This is an optimization exercise on Yosys and OpenROAD, whose aim is small area and a short achievable clock period, not a production implementation. RTL that was checked went through simulation tests only; none was proved equivalent to the original. Only the layout flow was run in runs 2, 4 and 5; the RTL was not checked for function there. Power is estimated from default activity; no workload was simulated.

==> design.v <==
`timescale 1ns / 1ps
module pfx_add #(parameter W = 16, parameter L = 4) (    
    input  logic [W-1:0] a,
    input  logic [W-1:0] b,
    output logic [W-1:0] p,       
    output logic [W:0]   c        
);
    logic [W-1:0] g [0:L];
    logic [W-1:0] q [0:L];
    assign p = a ^ b;
    always_comb begin
        g[0] = a & b;
        q[0] = p;
        q[0][0] = 1'b0;       
        for (int l = 0; l < L; l++) begin
            for (int k = 0; k < W; k++) begin
                if (((k >> l) & 1) == 1) begin
                    g[l+1][k] = g[l][k] | (q[l][k] & g[l][((k >> l) << l) - 1]);
                    q[l+1][k] = q[l][k] & q[l][((k >> l) << l) - 1];
                end else begin
                    g[l+1][k] = g[l][k];
                    q[l+1][k] = q[l][k];
                end
            end
        end
        c[0] = 1'b0;
        for (int k = 0; k < W; k++) c[k+1] = g[L][k];
    end
endmodule
`timescale 1ns / 1ps
module alu_instrmem_top(input clk,
        input reset,
        output [7:0] imem_addr,
        input [15:0] imem_data,
        output [9:0] dmem_addr,
        output [15:0] dmem_wdata,
        output dmem_we,
        input [15:0] dmem_rdata,
        output logic ovf_ctrl,
        output logic take_branch
    );
    wire [15:0] i = imem_data;
    wire [2:0] ra = i[9:7];
    wire [2:0] rb = i[4:2];
    wire f0 = i[15:13] == 3'b000;
    wire f2 = i[15:13] == 3'b010;
    wire f4 = i[15:13] == 3'b100;
    wire f6 = i[15:13] == 3'b110;
    wire f7 = i[15:13] == 3'b111;
    wire is_lw   = f2;
    wire is_sw   = f6 & (i[1:0] == 2'b00);
    wire is_beqz = f6 & (i[1:0] == 2'b01);
    wire is_bnez = f7;
    wire is_add  = f4 & (i[11:10] == 2'b01) & (i[1:0] == 2'b10);
    wire is_srai = f4 & (i[11:10] == 2'b01) & (i[1:0] == 2'b01);
    wire is_lgc  = f4 & (i[11:10] == 2'b11) & (i[6:5] != 2'b00);
    wire is_andi = f4 & (i[11:10] == 2'b10);
    wire is_addi = f0 & (i[1:0] == 2'b01);
    wire is_slli = f0 & (i[1:0] == 2'b10);
    wire we = is_lw | is_add | is_srai | is_lgc | is_andi | is_addi | is_slli;
    wire [2:0] wa = i[14] ? rb : ra;
    logic [15:0] R [0:7];
    logic [7:0] valid;
    logic [15:0] wd;
    always_ff @(posedge clk or posedge reset)
        if (reset) valid <= 8'd0;
        else if (we) valid[wa] <= 1'b1;
    always_ff @(posedge clk)
        if (we) R[wa] <= wd;
    wire [5:0] imm6 = {i[12], i[6:2]};
    logic [15:0] A, b;
    always_comb begin
        b = i[15] ? 16'd0 : {{10{i[12]}}, imm6};
        for (int k = 0; k < 8; k++)
            if (rb == k && valid[k] && i[15]) b = b | R[k];
        A = 16'd0;
        for (int k = 0; k < 8; k++)
            if (ra == k && valid[k]) A = A | R[k];
    end
    wire [4:0] imm5 = {i[5], i[12], i[11:10], i[6]};
    logic [4:0] ap;
    logic [5:0] ac;
    pfx_add #(5, 3) addr_add (.a(A[6:2]), .b(imm5), .p(ap), .c(ac));
    wire [4:0] alo = ap ^ ac[4:0];
    wire [2:0] ahi1 = A[9:7] + 3'd1;
    wire [2:0] ahi = ac[5] ? ahi1 : A[9:7];    
    assign dmem_addr = {ahi, alo, A[1:0]};
    wire ovf_mem = ~A[15] & (&A[14:7]) & ac[5];
    logic [15:0] P;
    logic [16:0] C;
    pfx_add #(16, 4) main_add (.a(A), .b(b), .p(P), .c(C));
    wire [15:0] sum = P ^ C[15:0];
    wire ovf_alu = ~P[15] & (C[15] ^ A[15]);
    assign ovf_ctrl = ((is_lw | is_sw) & ovf_mem) | ((is_add | is_addi) & ovf_alu);
    wire t_g = i[10] & i[6];             
    wire t_p = i[10] & ~(i[6] & i[5]);   
    wire [15:0] lg = (A & ({16{t_g}} & ~P)) | ({16{t_p}} & P)
                   | {10'd0, {6{~i[10]}} & A[5:0] & imm6};
    wire [5:0] sh = imm6;
    logic [15:0] Ar, x, y, yr;
    always_comb for (int k = 0; k < 16; k++) Ar[k] = A[15-k];
    assign x = i[15] ? A : Ar;                  
    wire fill = i[15] & A[15];
    wire [31:0] xs = {{16{fill}}, x} >> sh[3:0];
    assign y = (sh[5:4] != 2'b00) ? {16{fill}} : xs[15:0];
    always_comb for (int k = 0; k < 16; k++) yr[k] = y[15-k];
    wire s_rd  = i[14];                                       
    wire s_sum = ~i[14] & (i[15] ? (~i[11] & i[1]) : ~i[1]);  
    wire s_yr  = ~i[14] & ~i[15] & i[1];                      
    wire s_y   = ~i[14] & i[15] & ~i[11] & ~i[1];             
    wire s_lg  = ~i[14] & i[15] & i[11];                      
    assign wd = ({16{s_rd}} & dmem_rdata) | ({16{s_sum}} & sum) | ({16{s_yr}} & yr)
              | ({16{s_y}} & y) | ({16{s_lg}} & lg);
    assign dmem_we = is_sw;
    assign dmem_wdata = b;                      
    wire az = A == 16'd0;
    assign take_branch = (is_beqz & az) | (is_bnez & ~az);
    wire [7:0] off = {i[12], i[6:5], i[2], i[11:10], i[4:3]};
    wire [7:0] inc = take_branch ? off : 8'd1;
    logic [7:0] pc;
    always_ff @(posedge clk or posedge reset)
        if (reset) pc <= 8'd0;
        else pc <= pc + inc;
    assign imem_addr = pc;
endmodule
==> flow/run.sh <==
#!/bin/bash
# Own layout flow: the standard synthesis, then the standard ORFS layout
# with port buffers that start at the smallest buffer (timing repair upsizes
# the ones that matter), a clock tree built from mid-size clock buffers
# without dummy loads, and setup repair by cell sizing and pin swaps only
# (no inserted buffers or cloned gates). Each step's full output goes to a
# log file here.
set -euo pipefail
bash standard.sh synth > synth.log 2>&1
bash standard.sh \
  "BUFFER_PORTS_ARGS=-buffer_cell sky130_fd_sc_hd__buf_1" \
  "CTS_ARGS=-sink_clustering_enable -repair_clock_nets -dont_use_dummy_load -buf_list {sky130_fd_sc_hd__clkbuf_4 sky130_fd_sc_hd__clkbuf_8}" \
  "SETUP_MOVE_SEQUENCE=unbuffer,sizeup,swap" \
  finish > layout.log 2>&1
==> standard.sh <==
#!/bin/bash
# synth_recipe.tcl (not shown) runs the flow's synth.tcl, then flattens the netlist and writes it again
# the make line also repeats each setting of config.mk as NAME=value (left out here)
make -C /OpenROAD-flow-scripts/flow DESIGN_CONFIG=/design/flow/config.mk WORK_HOME=/design/flow/orfs CLKGATE_MAP_FILE= SYNTH_SCRIPT=/design/flow/synth_recipe.tcl "${@:-finish}"
==> config.mk <==
export PLATFORM = sky130hd
export DESIGN_NAME = alu_instrmem_top
export DESIGN_NICKNAME = alu_instrmem_top
export VERILOG_FILES = /design/flow/design.v
export SDC_FILE = /design/flow/constraint.sdc
export NUM_CORES = 4
export LEC_CHECK = 0
export CAP_MARGIN = 20
export CORE_MARGIN = 2
export CORE_UTILIZATION = 40
export SETUP_SLACK_MARGIN = 4
export SLEW_MARGIN = 20
export SYNTH_HIERARCHICAL = 1
export SYNTH_MINIMUM_KEEP_SIZE = 0
export TNS_END_PERCENT = 0
==> constraint.sdc <==
create_clock -name core_clock -period 10.0 [get_ports {clk}]
set_input_delay 2.0000 -clock core_clock [delete_from_list [all_inputs] [get_ports {clk}]]
set_output_delay 2.0000 -clock core_clock [all_outputs]
set_load 0.01 [all_outputs]
==> flow_summary.ini, run 1 <==
[outcome]
status = finished clean

[layout]
layout.nets = 954
drive_above_1_share_pct = 13.1
fillers = 2034
multi_input_area_sq_mm = 0.00460
fin_util_pct = 45.5
seq_area_sq_mm = 0.00424
syn2layout_area_growth_pct = 11.2
antenna_cells = 0

[sta]
worstMarginPinSlew_ns = 1.25
hold_violations = 0
final.setup.tns_ns = 0
fin_crit_sh_pct = 73.3
setup_ws_ns = 2.67
setup_violations = 0
fin_skew_ns = 0.0452
final.min_clock_period_ns = 7.33
holdWs_ns = 0.512
max_freq_ghz = 0.136
maxSlewHeadroom_pct = 16.4
rsz0062_at_grt = yes
slew_viol_final = 0

[floorplanning]
die-area_sq_mm = 0.0237
die_w_um = 154
rows = 54
core_area_sq_mm = 0.0220
start_util_pct = 41.0
io_pins = 71
die_h_um = 154

[clock_network]
worstSkewPairLatency_ns = 0.46
cts_sinks = 144
holdBufCountCts = 0
cts_buffer_depth = 2
cts_made_buffers = 17
clk_pin_slew_ns = 0.06
cts_tree = done
cts_max_level = 4
cts-root-buf = clkbuf_8

[routing]
vias = 8187
drt-pass1-iter-count = 7
wl_per_cell_um = 29.4
routed_wirelength_um = 34300
drc = 0
drtAntennaViolNets = 0
vias_per_cell = 7.03
drtIter0Drc = 1580

[critical_path]
r2r_cells = 17
cp-start-kind = input port
r2r_slack_ns = 5.01
timing.rr.end = pc[7]$_DFF_PP0_
cp.required_ns = 8.00
arrival_ns = 5.33
crit_type = input port to primary output
r2r-start = valid[0]$_DFFE_PP0P_
cp-end-kind = primary output
crit_fanout = 15

[global_routing]
antenna_found_initial = 0
grt_pass1_wl_um = 51200
grt_usage_pct = 29.2
grt_max_degree = 30
overflow = 0
first_global_vias = 7765

[power]
power_density_mw_per_mm2 = 172
vdd_drop_max_mv = 0.0797
finalPower_mw = 1.72
leakage_nw = 3.55

[hold_path]
hp-start = pc[0]$_DFF_PP0_
worstHoldPathCells = 1
min_to = pc[0]$_DFF_PP0_
hold_class = flop to flop

[run]
max_cap_violations = 0

[logic_synthesis]
syn_nets = 914
post_synth.cell_area_avg_sq_um = 10.6
syn_area_sq_mm = 0.00899
ys_warn_count = 13
synthCells = 847

[placement]
dp_slack_ns = 1.67
io_buffers = 70
hpwl_um = 24200
gp_congestion = 1.02
## registers in the layout, summed over array words and instances, names as in the netlist
name and count:
R 128, pc 8, valid 8
## metrics by stage
stage	cells	cell area, sq um
6_report	1165	10000
5_1_grt	1165	10000
4_1_cts	1164	9940
3_5_place_dp	1147	9570
3_3_place_gp	1145	9530
2_1_floorplan	847	9180
## where the power goes
group / leakage (nW) / switching, mW / internal [mW]
registers: 1.35 / 0.0335 / 0.721
logic: 2.09 / 0.407 / 0.217
clock network: 0.122 / 0.194 / 0.150
## final cells by class
type | instances | share of cell area (%)
multi-input combinational | 618 | 46.0
inverter | 19 | 0.976
clock buffer | 17 | 2.34
tap | 280 | 3.50
sequential | 144 | 42.5
timing repair buffer | 87 | 4.74
## worst max path at each step
stage                        startpoint       end  slack [ns]  cells after the start
after floorplan            imem_data[2]  ovf_ctrl        3.20                     17
final                      imem_data[7]  ovf_ctrl        2.67                     14
after CTS                 imem_data[15]  ovf_ctrl        2.72                     17
after detailed placement  imem_data[15]  ovf_ctrl        1.67                     17
after global placement    imem_data[15]  ovf_ctrl        1.78                     17
after global routing       imem_data[7]  ovf_ctrl        2.49                     14
## routing by layer
layer | track usage, % | routed length [um] | vias to the layer above
met5 | 0 | 0 | -
met4 | 14.1 | 1760 | 0
met3 | 5.10 | 3860 | 116
met2 | 44.5 | 15100 | 670
met1 | 40.4 | 13600 | 3928
li1 | - | - | 3473
## cell usage in the layout, fill, tap and decap left out, types with 5 or more instances in the layout
| cell type | count |
|---|---|
| o211ai_1 | 8 |
| o22ai_1 | 17 |
| clkbuf_8 | 17 |
| a221o_1 | 8 |
| o21ai_0 | 32 |
| buf_1 | 65 |
| mux2i_1 | 8 |
| xor2_1 | 14 |
| and3_4 | 9 |
| nand2_1 | 68 |
| a31o_2 | 6 |
| nor2_4 | 8 |
| a211o_1 | 6 |
| xnor2_1 | 8 |
| nand4_1 | 10 |
| a31oi_1 | 5 |
| nand2b_1 | 6 |
| or2_2 | 6 |
| ha_1 | 28 |
| nor3_1 | 5 |
| edfxtp_1 | 128 |
| a21o_1 | 20 |
| and2_1 | 9 |
| a221oi_1 | 19 |
| a21oi_1 | 43 |
| o221ai_1 | 5 |
| nand3_1 | 34 |
| buf_4 | 11 |
| a222oi_1 | 28 |
| nor2_2 | 7 |
| dfrtp_1 | 16 |
| a22oi_1 | 72 |
| o32ai_1 | 5 |
| nor2_1 | 37 |
| a22o_1 | 14 |
| inv_1 | 13 |
## critical path: stages
cell and delay (ns):
buf_12 0.10, and4bb_4 0.32, a222oi_1 0.36, nand4_1 0.56, ha_4 0.47, a21o_1 0.23
a22o_1 0.28, a41o_4 0.24, a21oi_4 0.22, o21ai_4 0.08, xor2_1 0.14, nand3_1 0.09
o21ai_2 0.06, buf_2 0.13
## what timing repair did
item / in CTS / in global routing
endpoints found under the setup margin: 144 / 54
gates resized for setup: 45 / 13
buffers inserted: 0 / 0
pin swaps: 16 / 15
==> inputs of run 2 (changes only) <==
--- a/design.v
+++ b/design.v
@@ -101,4 +101,4 @@
     always_comb for (int k = 0; k < 16; k++) Ar[k] = A[15-k];
-    assign x = i[15] ? A : Ar;                  
-    wire fill = i[15] & A[15];
+    assign x = i[0] ? A : Ar;
+    wire fill = i[0] & A[15];
     wire [31:0] xs = {{16{fill}}, x} >> sh[3:0];
==> flow_summary.ini, run 2 <==
[outcome]
status = finished clean

[critical_path]
cp.required_ns = 8.00
cp-end-kind = primary output
r2r_cells = 15
cp-start-kind = input port
crit_type = input port to primary output
r2r_slack_ns = 5.12
arrival_ns = 5.30
crit_fanout = 30
crit_path_start = imem_data[4]
r2r-start = valid[0]$_DFFE_PP0P_
timing.rr.end = R[7][13]$_DFFE_PP_

[placement]
hpwl_um = 23500
io_buffers = 70
gp_congestion = 1.01

[hold_path]
worstHoldPathCells = 1
min_to = pc[0]$_DFF_PP0_
hp-start = pc[0]$_DFF_PP0_
hold_class = flop to flop

[logic_synthesis]
synthCells = 850
post_synth.cell_area_avg_sq_um = 10.8
syn_area_sq_mm = 0.00918
ys_warn_count = 13
syn_nets = 917

[global_routing]
antenna_found_initial = 1
grt_pass1_wl_um = 49500
use_met3_pct = 8.11
grt_max_degree = 32
overflow = 0
grt.busiest_layer = met2
first_global_vias = 8131
gr-usage-met1_pct = 35.3
grt_usage_pct = 27.5
grtUsageMet2_pct = 43.4

[floorplanning]
core_area_sq_mm = 0.0226
die_w_um = 155
die-area_sq_mm = 0.0242
start_util_pct = 40.6
rows = 55
io_pins = 71
die_h_um = 155

[sta]
final.min_clock_period_ns = 7.30
worstMarginPinSlew_ns = 1.11
final.setup.tns_ns = 0
maxSlewHeadroom_pct = 25.5
hold_violations = 0
slew_viol_final = 0
fin_crit_sh_pct = 73.0
fin_skew_ns = 0.0409
max_freq_ghz = 0.137
setup_violations = 0
rsz0062_at_grt = yes

[clock_network]
cts_max_level = 4
cts_sinks = 144
post_cts_buffers = 0
clk_pin_slew_ns = 0.06
worstSkewPairLatency_ns = 0.47
cts_buffer_depth = 2
cts_tree = done
cts_made_buffers = 17
cts-root-buf = clkbuf_8

[layout]
largest_reg_flops = 128
layout.nets = 963
fin_util_pct = 44.6
multi_input_area_sq_mm = 0.00470
fillers = 2131
antenna_cells = 0
layout_common_cells = edfxtp_1 (128), buf_1 (64), nand2_1 (62)
final_common_cell = edfxtp_1
seq_area_sq_mm = 0.00424
reg_top3 = R: 128 flops, pc: 8 flops, valid: 8 flops
drive_above_1_share_pct = 13.9
syn2layout_area_growth_pct = 9.68
top_register = R

[routing]
drtIter0Drc = 1524
wl_per_cell_um = 28.3
drtAntennaViolNets = 0
vias_per_cell = 7.01
vias = 8266
drt-pass1-iter-count = 8
routed_wirelength_um = 33400
drc = 0

[run]
max_cap_violations = 0

[power]
leakage_nw = 3.64
power_density_mw_per_mm2 = 168
finalPower_mw = 1.69
vdd_drop_max_mv = 0.0722
==> run 2: where the power goes <==
part / switching [mW] / total [mW] / internal, mW / leakage [nW]
registers: 0.0341 / 0.752 / 0.718 / 1.35
clock network: 0.184 / 0.333 / 0.149 / 0.122
logic: 0.391 / 0.606 / 0.215 / 2.17
total: 0.609 / 1.69 / 1.08 / 3.64
==> run 2: worst max path at each step <==
stage                to  slack, ns  cells after the start
2_1_floorplan  ovf_ctrl       3.22                     17
3_3_place_gp   ovf_ctrl       1.82                     16
5_1_grt        ovf_ctrl       2.56                     18
4_1_cts        ovf_ctrl       2.70                     17
3_5_place_dp   ovf_ctrl       1.71                     16
6_report       ovf_ctrl       2.70                     18
==> run 2: final cells by class <==
class                      instances  share of cell area (%)
multi-input combinational        619                    46.7
sequential                       144                    42.2
timing repair buffer              88                    4.24
tap                              285                    3.54
clock buffer                      17                    2.32
inverter                          26                    1.03
==> run 2: critical path: stages <==
cell and delay (ns):
buf_1 0.13, buf_12 0.20, clkinvlp_4 0.30, nor2_4 0.17, and3_4 0.38, a22o_1 0.19, a221oi_2 0.04, o2111ai_2 0.17
ha_4 0.29, and3_4 0.16, a22o_1 0.28, a41o_4 0.26, a21oi_4 0.18, o21ai_4 0.09, xnor2_1 0.14, nand3_1 0.10
o21ai_2 0.06, buf_2 0.14
==> run 2: metrics by stage <==
stage / instance area (sq um) / worst slack [ns] / cells / hold WS (ns)
4_1_cts: 10000 / 2.70 / 1179 / 0.518
2_1_floorplan: 9270 / 3.22 / 850 / 0.434
3_3_place_gp: 9700 / 1.82 / 1162 / 0.491
5_1_grt: 10100 / 2.56 / 1179 / 0.551
3_5_place_dp: 9700 / 1.71 / 1162 / 0.496
6_report: 10100 / 2.70 / 1179 / 0.512
==> run 2: timing repair <==
| action | CTS | global route |
|---|---|---|
| hold endpoints to repair | 0 | 0 |
| setup endpoints to repair | 126 | 24 |
| resized for setup | 35 | 11 |
| pin swaps | 9 | 10 |
| hold buffers | 0 | 0 |
==> run 2: per-layer routing <==
layer,wire [um],vias up
met5,0,-
met4,1260,0
met3,4240,107
met2,15100,633
met1,12800,3996
li1,-,3530
==> inputs of run 3 (changes only) <==
--- a/design.v
+++ b/design.v
@@ -101,4 +101,4 @@
     always_comb for (int k = 0; k < 16; k++) Ar[k] = A[15-k];
-    assign x = i[0] ? A : Ar;
-    wire fill = i[0] & A[15];
+    assign x = i[15] ? A : Ar;                  
+    wire fill = i[15] & A[15];
     wire [31:0] xs = {{16{fill}}, x} >> sh[3:0];
--- a/flow/run.sh
+++ b/flow/run.sh
@@ -4,4 +4,4 @@
 # the ones that matter), a clock tree built from mid-size clock buffers
-# without dummy loads, and setup repair by cell sizing and pin swaps only
-# (no inserted buffers or cloned gates). Each step's full output goes to a
+# without dummy loads, and setup repair by cell sizing, pin swaps and gate cloning
+# (no inserted buffers). Each step's full output goes to a
 # log file here.
@@ -12,3 +12,3 @@
   "CTS_ARGS=-sink_clustering_enable -repair_clock_nets -dont_use_dummy_load -buf_list {sky130_fd_sc_hd__clkbuf_4 sky130_fd_sc_hd__clkbuf_8}" \
-  "SETUP_MOVE_SEQUENCE=unbuffer,sizeup,swap" \
+  "SETUP_MOVE_SEQUENCE=unbuffer,sizeup,swap,clone" \
   finish > layout.log 2>&1
==> flow_summary.ini, run 3 <==
[outcome]
status = finished clean

[floorplanning]
rows = 54
core_area_sq_mm = 0.0220
die-area_sq_mm = 0.0237
start_util_pct = 41.0
io_pins = 71
die_w_um = 154
die_h_um = 154

[sta]
fin_skew_ns = 0.0450
final.setup.tns_ns = 0
hold_violations = 0
setup_violations = 0
final.min_clock_period_ns = 7.27
max_freq_ghz = 0.138
rsz0062_at_grt = yes
slew_viol_final = 0
worstMarginPinSlew_ns = 1.12
maxSlewHeadroom_pct = 24.8
fin_crit_sh_pct = 72.7

[clock_network]
cts-root-buf = clkbuf_8
cts_buffer_depth = 2
clk_pin_slew_ns = 0.07
cts_made_buffers = 17
cts_sinks = 144
cts_tree = done
holdBufCountCts = 0
cts_max_level = 4
worstSkewPairLatency_ns = 0.46
post_cts_buffers = 0

[power]
pwr-share-comb_pct = 36.7
swShare_pct = 37.7
internal_power_mw = 1.10
power_density_mw_per_mm2 = 171
power_switching_mw = 0.663
vdd_drop_max_mv = 0.0809
seq_power_share_pct = 43.7
leakage_nw = 3.72
pwr-share-clk_pct = 19.6

[layout]
layout.nets = 977
finalInstanceArea_sq_mm = 0.0103
layout_common_cells = edfxtp_1 (128), a22oi_1 (72), nand2_1 (68)
instances_no_fill = 1188
reg_top3 = R: 128 flops, pc: 8 flops, valid: 8 flops
top_register = R
largest_reg_flops = 128
syn2layout_area_growth_pct = 14.6
drive_above_1_share_pct = 15.5
antenna_cells = 0
final_common_cell = edfxtp_1

[routing]
drtAntennaViolNets = 0
drc = 0
wl_per_cell_um = 31.5
drt-pass1-iter-count = 6
vias = 8494
routed_wirelength_um = 37400
drtIter0Drc = 1586
vias_per_cell = 7.15

[global_routing]
antenna_found_initial = 0
grt_max_degree = 30
first_global_vias = 8109
grt_usage_pct = 31.5
overflow = 0
grt_pass1_wl_um = 54800

[logic_synthesis]
syn_area_sq_mm = 0.00899
post_synth.cell_area_avg_sq_um = 10.6
syn_nets = 914
synthCells = 847
ys_warn_count = 13

[critical_path]
arrival_ns = 5.27
cp.required_ns = 8.00
cp-end-kind = primary output
crit_type = input port to primary output
cp-start-kind = input port
crit_fanout = 9
cpMaxStageDelayCell = ha_1
critPathMaxStageDelay_ns = 0.33
worstPathCellList = buf_2, buf_6, clkinv_8, nor2_4, and3_4, a22o_1, a221oi_1, nand4_1, ha_1, a21o_1, a22o_1, a41o_4, a21oi_4, o21ai_4, xor2_1, nand3_1, o21ai_2, buf_2

[run]
max_cap_violations = 0

[placement]
gp_congestion = 1.02
io_buffers = 70
hpwl_um = 24200
place_area_sq_mm = 0.00957
place_inst = 1147

[hold_path]
hold_class = flop to flop
run 3: through the flow:
step                      setup WS (ns)  util, %  hold slack (ns)  power (mW)
after floorplan                    3.20        -            0.433        1.15
after global placement             1.78     43.4            0.497        1.35
after detailed placement           1.67     43.6            0.503        1.35
after CTS                          2.83     46.3            0.517        1.73
after global routing               2.56     46.9            0.538        1.83
final                              2.73     46.9            0.513        1.76
run 3: final cells by class:
cell class / instances / area [sq um]
Sequential cell: 144 / 4240
Inverter: 19 / 109
Timing Repair Buffer: 95 / 651
Multi-Input combinational cell: 630 / 4700
Tap cell: 280 / 350
Fill cell: 2019 / 11700
Clock buffer: 17 / 234
Timing Repair inverter: 3 / 18.8
run 3: path summary, 6_finish.rpt:
| path | start | to | slack [ns] | depth (start not counted) |
|---|---|---|---|---|
| worst max-delay path | imem_data[4] | ovf_ctrl | 2.73 | 18 |
| max in group asynchronous | reset | valid[3]$_DFFE_PP0P_ | 7.95 | 2 |
| worst max register to register | valid[0]$_DFFE_PP0P_ | pc[7]$_DFF_PP0_ | 4.97 | 17 |
| worst min register to register | pc[0]$_DFF_PP0_ | pc[0]$_DFF_PP0_ | 0.51 | 1 |
| worst min-delay path | pc[0]$_DFF_PP0_ | pc[0]$_DFF_PP0_ | 0.51 | 1 |
| min in group asynchronous | reset | pc[0]$_DFF_PP0_ | 1.62 | 2 |
run 3: repair_timing:
item,4_1_cts,5_1_grt
endpoints found under the setup margin,144,14
cloned,19,4
gates resized for setup,58,8
pin swaps,27,9
run 3: critical path: cells and delay by family:
family                     cells  cell delay, ns
and+or+nand+nor                4            0.68
AOI/OAI and AO/OA              8            1.57
buffers and inverters          4            0.50
adders and majority gates      1            0.33
xor gates and xnor gates       1            0.14
run 3: power groups by stage:
| stage | sequential [mW] | combinational (mW) | clock [mW] |
|---|---|---|---|
| after detailed placement | 0.766 | 0.586 | 0 |
| after global placement | 0.765 | 0.588 | 0 |
| after floorplan | 0.760 | 0.392 | 0 |
| after global routing | 0.770 | 0.689 | 0.373 |
| after CTS | 0.765 | 0.615 | 0.348 |
| final | 0.768 | 0.647 | 0.345 |
run 3: routing by layer:
metal / vias up / part of all wire (%) / track usage [%] / routed length (um)
met3: 166 / 13 / 7.75 / 4720
met2: 756 / 44 / 48.3 / 16400
met5: - / 0 / 0 / 0
met1: 4017 / 37 / 41.3 / 13800
met4: 0 / 6.4 / 16.6 / 2390
li1: 3555 / - / - / -
==> inputs of run 4 (changes only) <==
--- a/design.v
+++ b/design.v
@@ -28,2 +28,14 @@
     end
+endmodule
+module main_adder(
+    input  logic [15:0] A,
+    input  logic [15:0] b,
+    output logic [15:0] p,
+    output logic [15:0] sum,
+    output logic        ovf
+);
+    logic [16:0] c;
+    pfx_add #(16, 4) add (.a(A), .b(b), .p(p), .c(c));
+    assign sum = p ^ c[15:0];
+    assign ovf = ~p[15] & (c[15] ^ A[15]);
 endmodule
@@ -88,7 +100,5 @@
     wire ovf_mem = ~A[15] & (&A[14:7]) & ac[5];
-    logic [15:0] P;
-    logic [16:0] C;
-    pfx_add #(16, 4) main_add (.a(A), .b(b), .p(P), .c(C));
-    wire [15:0] sum = P ^ C[15:0];
-    wire ovf_alu = ~P[15] & (C[15] ^ A[15]);
+    logic [15:0] P, sum;
+    logic ovf_alu;
+    main_adder u_add (.A(A), .b(b), .p(P), .sum(sum), .ovf(ovf_alu));
     assign ovf_ctrl = ((is_lw | is_sw) & ovf_mem) | ((is_add | is_addi) & ovf_alu);
--- a/flow/run.sh
+++ b/flow/run.sh
@@ -4,4 +4,4 @@
 # the ones that matter), a clock tree built from mid-size clock buffers
-# without dummy loads, and setup repair by cell sizing, pin swaps and gate cloning
-# (no inserted buffers). Each step's full output goes to a
+# without dummy loads, and setup repair by cell sizing and pin swaps only
+# (no inserted buffers or cloned gates). Each step's full output goes to a
 # log file here.
@@ -12,3 +12,3 @@
   "CTS_ARGS=-sink_clustering_enable -repair_clock_nets -dont_use_dummy_load -buf_list {sky130_fd_sc_hd__clkbuf_4 sky130_fd_sc_hd__clkbuf_8}" \
-  "SETUP_MOVE_SEQUENCE=unbuffer,sizeup,swap,clone" \
+  "SETUP_MOVE_SEQUENCE=unbuffer,sizeup,swap" \
   finish > layout.log 2>&1
==> flow_summary.ini, run 4 <==
[routing]
drtIter0Drc = 1386
drtAntennaViolNets = 0
vias = 8032
vias_per_cell = 6.74
drc = 0
wl_per_cell_um = 28.5
drt-pass1-iter-count = 9
routed_wirelength_um = 34000

[layout]
largest_reg_flops = 128
reg_top3 = R: 128 flops, pc: 8 flops, valid: 8 flops
final_common_cell = edfxtp_1
top_register = R
layout.nets = 976
layout_common_cells = edfxtp_1 (128), nand2_1 (91), buf_1 (65)
finalInstanceArea_sq_mm = 0.0102
syn2layout_area_growth_pct = 11.0
fin_util_pct = 45.1
drive_above_1_share_pct = 13.6
antenna_cells = 0

[global_routing]
grt.busiest_layer = met2
antenna_found_initial = 0
use_met3_pct = 6.57
grt_pass1_wl_um = 49900
grt_max_degree = 34
overflow = 0
grt_usage_pct = 28.0
first_global_vias = 7894
gr-usage-met1_pct = 36.2
grtUsageMet2_pct = 44.9

[placement]
hpwl_um = 23300
place_area_sq_mm = 0.00974
dp_slack_ns = 1.57
io_buffers = 70
gp_congestion = 0.967

[sta]
setup_violations = 0
fin_skew_ns = 0.0578
rsz0062_at_grt = yes
hold_violations = 0
slew_viol_final = 0
max_freq_ghz = 0.139
maxSlewHeadroom_pct = 27.8
setup_ws_ns = 2.79
final.setup.tns_ns = 0
fin_crit_sh_pct = 72.1
final.min_clock_period_ns = 7.21
worstMarginPinSlew_ns = 1.08

[clock_network]
clk_pin_slew_ns = 0.06
holdBufCountCts = 0
worstSkewPairLatency_ns = 0.47
cts_buffer_depth = 2
cts-root-buf = clkbuf_8
cts_sinks = 144
cts_tree = done
cts_max_level = 4
post_cts_buffers = 0
cts_made_buffers = 17

[floorplanning]
rows = 55
die_w_um = 155
io_pins = 71
core_area_sq_mm = 0.0226
die_h_um = 155
start_util_pct = 40.6
die-area_sq_mm = 0.0241

[power]
power_switching_mw = 0.645
leakage_nw = 3.70
finalPower_mw = 1.75
power_density_mw_per_mm2 = 172
seq_power_share_pct = 42.8
vdd_drop_max_mv = 0.0677
internal_power_mw = 1.10
swShare_pct = 36.9
pwr-share-comb_pct = 37.6
pwr-share-clk_pct = 19.6

[critical_path]
crit_family = simple AND/OR/NAND/NOR gates
cp_num_buf_inv = 4
crit_fanout = 11
cp-end-kind = primary output
cp.required_ns = 8.00
worstPathCellList = buf_12, nor4bb_4, buf_6, a22oi_2, nand2_2, a211oi_4, inv_2, ha_4, and3_4, a22o_1, a41o_4, a21oi_4, o21ai_2, xnor2_1, nor2_1, o2bb2ai_2, buf_2
arrival_ns = 5.21
critPathMaxStageDelay_ns = 0.71
crit_type = input port to primary output
cpMaxStageDelayCell = nor4bb_4
cp-start-kind = input port

[logic_synthesis]
syn_nets = 930
ys_warn_count = 13
syn_area_sq_mm = 0.00916
synthCells = 863
post_synth.cell_area_avg_sq_um = 10.6

[hold_path]
hold_class = flop to flop

[outcome]
status = finished clean

[run]
max_cap_violations = 0
-- run 4: layout make-up --
type	count	area (sq um)
Inverter	17	67.6
Sequential cell	144	4240
Timing Repair Buffer	93	504
Multi-Input combinational cell	636	4760
Fill cell	2125	12400
Tap cell	285	357
Clock buffer	17	234
-- run 4: per-stage QoR --
step | cells | hold slack [ns]
6_report | 1192 | 0.508
5_1_grt | 1192 | 0.521
4_1_cts | 1192 | 0.514
3_5_place_dp | 1175 | 0.493
3_3_place_gp | 1175 | 0.489
2_1_floorplan | 863 | 0.434
-- run 4: power by group through the flow --
stage	clock, mW	sequential [mW]	combinational [mW]
after floorplan	0	0.756	0.427
after global placement	0	0.758	0.623
after detailed placement	0	0.758	0.627
after CTS	0.346	0.747	0.641
after global routing	0.370	0.750	0.705
final	0.342	0.748	0.658
-- run 4: repair_timing --
action                     in CTS  in global routing
gates resized for setup        63                  2
setup endpoints to repair     128                 20
pin swaps                      32                  2
-- run 4: layer usage --
layer	up-vias	wire (um)
met1	3887	13200
met5	-	0
met2	537	15500
li1	3520	-
met3	88	3910
met4	0	1360
-- run 4: worst paths after layout --
path	from	to	slack (ns)	cells past startpoint
max in group asynchronous	reset	valid[0]$_DFFE_PP0P_	7.96	2
worst max-delay path	imem_data[8]	ovf_ctrl	2.79	17
worst min register to register	valid[7]$_DFFE_PP0P_	valid[7]$_DFFE_PP0P_	0.51	1
worst max register to register	valid[1]$_DFFE_PP0P_	R[2][10]$_DFFE_PP_	5.42	16
worst min-delay path	valid[7]$_DFFE_PP0P_	valid[7]$_DFFE_PP0P_	0.51	1
min in group asynchronous	reset	valid[3]$_DFFE_PP0P_	1.59	2
==> inputs of run 5 (changes only) <==
--- a/design.v
+++ b/design.v
@@ -28,14 +28,2 @@
     end
-endmodule
-module main_adder(
-    input  logic [15:0] A,
-    input  logic [15:0] b,
-    output logic [15:0] p,
-    output logic [15:0] sum,
-    output logic        ovf
-);
-    logic [16:0] c;
-    pfx_add #(16, 4) add (.a(A), .b(b), .p(p), .c(c));
-    assign sum = p ^ c[15:0];
-    assign ovf = ~p[15] & (c[15] ^ A[15]);
 endmodule
@@ -82,11 +70,12 @@
     wire [5:0] imm6 = {i[12], i[6:2]};
-    logic [15:0] A, b;
+    logic [15:0] A, B;
     always_comb begin
-        b = i[15] ? 16'd0 : {{10{i[12]}}, imm6};
-        for (int k = 0; k < 8; k++)
-            if (rb == k && valid[k] && i[15]) b = b | R[k];
         A = 16'd0;
-        for (int k = 0; k < 8; k++)
+        B = 16'd0;
+        for (int k = 0; k < 8; k++) begin
             if (ra == k && valid[k]) A = A | R[k];
+            if (rb == k && valid[k]) B = B | R[k];
+        end
     end
+    wire [15:0] b = ({16{i[15]}} & B) | ({16{~i[15]}} & {{10{i[12]}}, imm6});
     wire [4:0] imm5 = {i[5], i[12], i[11:10], i[6]};
@@ -100,5 +89,7 @@
     wire ovf_mem = ~A[15] & (&A[14:7]) & ac[5];
-    logic [15:0] P, sum;
-    logic ovf_alu;
-    main_adder u_add (.A(A), .b(b), .p(P), .sum(sum), .ovf(ovf_alu));
+    logic [15:0] P;
+    logic [16:0] C;
+    pfx_add #(16, 4) main_add (.a(A), .b(b), .p(P), .c(C));
+    wire [15:0] sum = P ^ C[15:0];
+    wire ovf_alu = ~P[15] & (C[15] ^ A[15]);
     assign ovf_ctrl = ((is_lw | is_sw) & ovf_mem) | ((is_add | is_addi) & ovf_alu);
@@ -124,3 +115,3 @@
     assign dmem_we = is_sw;
-    assign dmem_wdata = b;                      
+    assign dmem_wdata = B;
     wire az = A == 16'd0;
==> flow_summary.ini, run 5 <==
[layout]
fin_util_pct = 45.6
syn2layout_area_growth_pct = 11.8
reg_top3 = R: 128 flops, pc: 8 flops, valid: 8 flops
top_register = R
fillers = 2135
final_common_cell = edfxtp_1
layout_common_cells = edfxtp_1 (128), a22oi_1 (105), nand2_1 (74)
drive_above_1_share_pct = 14.9
layout.nets = 986
largest_reg_flops = 128

[sta]
maxSlewHeadroom_pct = 26.7
setup_violations = 0
worstMarginPinSlew_ns = 1.09
max_freq_ghz = 0.136
fin_skew_ns = 0.0558
slew_viol_final = 0
fin_crit_sh_pct = 73.4
rsz0062_at_grt = yes
hold_violations = 0
final.setup.tns_ns = 0
final.min_clock_period_ns = 7.34
setup_ws_ns = 2.66

[power]
seq_power_share_pct = 42.7
pwr-share-clk_pct = 19.9
power_density_mw_per_mm2 = 169
finalPower_mw = 1.75
leakage_nw = 3.82
vdd_drop_max_mv = 0.0699
swShare_pct = 37.0
power_switching_mw = 0.647
pwr-share-comb_pct = 37.4
internal_power_mw = 1.10

[clock_network]
worstSkewPairLatency_ns = 0.49
holdBufCountCts = 0
clk_pin_slew_ns = 0.08
cts_tree = done
cts_max_level = 4
cts_buffer_depth = 2
cts_sinks = 144
cts-root-buf = clkbuf_8
cts_made_buffers = 17

[global_routing]
overflow = 0
grt_usage_pct = 28.0
antenna_found_initial = 2
grt_max_degree = 42
first_global_vias = 7726
grt_pass1_wl_um = 49800

[floorplanning]
start_util_pct = 40.8
core_area_sq_mm = 0.0227
rows = 55
io_pins = 71
die-area_sq_mm = 0.0244
die_w_um = 156
die_h_um = 156

[critical_path]
cp.required_ns = 8.00
crit_type = input port to primary output
crit_fanout = 20
cp-end-kind = primary output
critPathMaxStageDelay_ns = 0.34
worstPathCellList = buf_1, buf_12, inv_4, nand2_1, nor3_2, buf_4, a221oi_2, nand3_2, mux2_4, ha_4, and3_1, a22o_1, a41o_4, a21oi_4, o21ai_2, xnor2_1, o22ai_2, buf_2
arrival_ns = 5.34
crit_path_start = imem_data[3]
cp-start-kind = input port
cpMaxStageDelayCell = a221oi_2
r2r-start = valid[5]$_DFFE_PP0P_

[routing]
vias_per_cell = 6.84
vias = 8233
drtAntennaViolNets = 0
drtIter0Drc = 1276
drt-pass1-iter-count = 9
wl_per_cell_um = 28.7
drc = 0
routed_wirelength_um = 34500

[logic_synthesis]
syn_area_sq_mm = 0.00927
ys_warn_count = 13
post_synth.cell_area_avg_sq_um = 10.5
syn_nets = 948
synthCells = 881

[placement]
hpwl_um = 23900
gp_congestion = 0.984
dp_slack_ns = 2.11
io_buffers = 70

[hold_path]
hold_class = flop to flop
hp-start = pc[0]$_DFF_PP0_

[outcome]
status = finished clean

[run]
max_cap_violations = 0
-- run 5: layout make-up --
class / count / area, sq um / area share [%]
Antenna cell: 1 / 2.50 / 0.0241
Inverter: 15 / 75.1 / 0.724
Sequential cell: 144 / 4240 / 41.0
Timing Repair Buffer: 92 / 463 / 4.47
Tap cell: 285 / 357 / 3.44
Clock buffer: 17 / 234 / 2.26
Multi-Input combinational cell: 649 / 4990 / 48.1
-- run 5: critical path: cells and delay by family --
family / cells / cell delay (ns)
AOI/OAI and AO/OA: 6 / 1.26
buffers and inverters: 5 / 0.83
and+or+nand+nor: 4 / 0.53
muxes: 1 / 0.32
adders and majority gates: 1 / 0.24
xor gates and xnor gates: 1 / 0.14
-- run 5: power by group through the flow --
stage	clock [mW]	sequential [mW]	combinational (mW)
final	0.348	0.747	0.654
after global routing	0.374	0.750	0.698
after CTS	0.351	0.747	0.635
after detailed placement	0	0.758	0.626
after global placement	0	0.758	0.624
after floorplan	0	0.755	0.420
-- run 5: routing by layer --
| layer | vias up | global-route usage [%] | routed length (um) |
|---|---|---|---|
| li1 | 3546 | - | - |
| met1 | 3994 | 35.8 | 13500 |
| met2 | 563 | 43.7 | 15500 |
| met3 | 128 | 7.42 | 3710 |
| met4 | 2 | 15.0 | 1790 |
| met5 | - | 0 | 17 |
-- run 5: worst paths after layout --
path / to / slack [ns] / cells past startpoint
setup / recovery: ovf_ctrl / 2.66 / 18
hold / removal: pc[0]$_DFF_PP0_ / 0.53 / 1
setup reg to reg: pc[7]$_DFF_PP0_ / 5.03 / 17
hold reg to reg: pc[0]$_DFF_PP0_ / 0.53 / 1
max in group asynchronous: pc[1]$_DFF_PP0_ / 8.00 / 2
min in group asynchronous: pc[6]$_DFF_PP0_ / 1.58 / 2
-- run 5: through the flow --
step | instances | hold WS, ns | cell area, sq um
detailed placement | 1184 | 0.510 | 9970
floorplan | 881 | 0.433 | 9500
global placement | 1184 | 0.507 | 9960
global route | 1202 | 0.542 | 10400
CTS | 1201 | 0.531 | 10300
finish | 1203 | 0.526 | 10400
-- run 5: what timing repair did --
item                       in CTS  in global routing
setup buffers                   0                  0
resized for setup              43                  2
setup endpoints to repair     136                 29
pin swaps                      12                  5
cloned                          0                  0

[re-timing with driven ports]
How much do the figures lean on ideal ports? The routed layouts below were timed once more, with nothing changed but the port constraints. Step 1 (the two cells are an assumption about what drives the block):
set clk [get_ports {clk}]
set_driving_cell -lib_cell sky130_fd_sc_hd__clkbuf_16 $clk
set_driving_cell -lib_cell sky130_fd_sc_hd__buf_2 [delete_from_list [all_inputs] $clk]
Step 2 times the ports against the registers' clock, not the clock port: input delays grow and output delays shrink by t, the midpoint of the rising clock arrivals with the driver on. a / b / c = ideal ports / drivers / drivers and shift; a / b = the first two.
run | shift t [ns] | slack for setup (ns) | hold WS [ns] | worst data-port slew with drivers (ns)
run 1 | 0.480 | 2.674 / 2.608 / 2.608 | 0.512 / 0.512 / 0.512 | 0.07
run 2 | 0.493 | 2.697 / 2.676 / 2.676 | 0.512 / 0.512 / 0.512 | 0.06
run 3 | 0.481 | 2.734 / 2.650 / 2.650 | 0.513 / 0.513 / 0.513 | 0.15
run 4 | 0.484 | 2.788 / 2.742 / 2.742 | 0.508 / 0.508 / 0.508 | 0.06
run 5 | 0.502 | 2.662 / 2.635 / 2.635 | 0.526 / 0.526 / 0.526 | 0.06
After both steps every run listed still meets setup and hold. For run 3, which loses most, drivers alone change the setup slack by -0.084 ns; drivers and shift together by -0.084 ns.
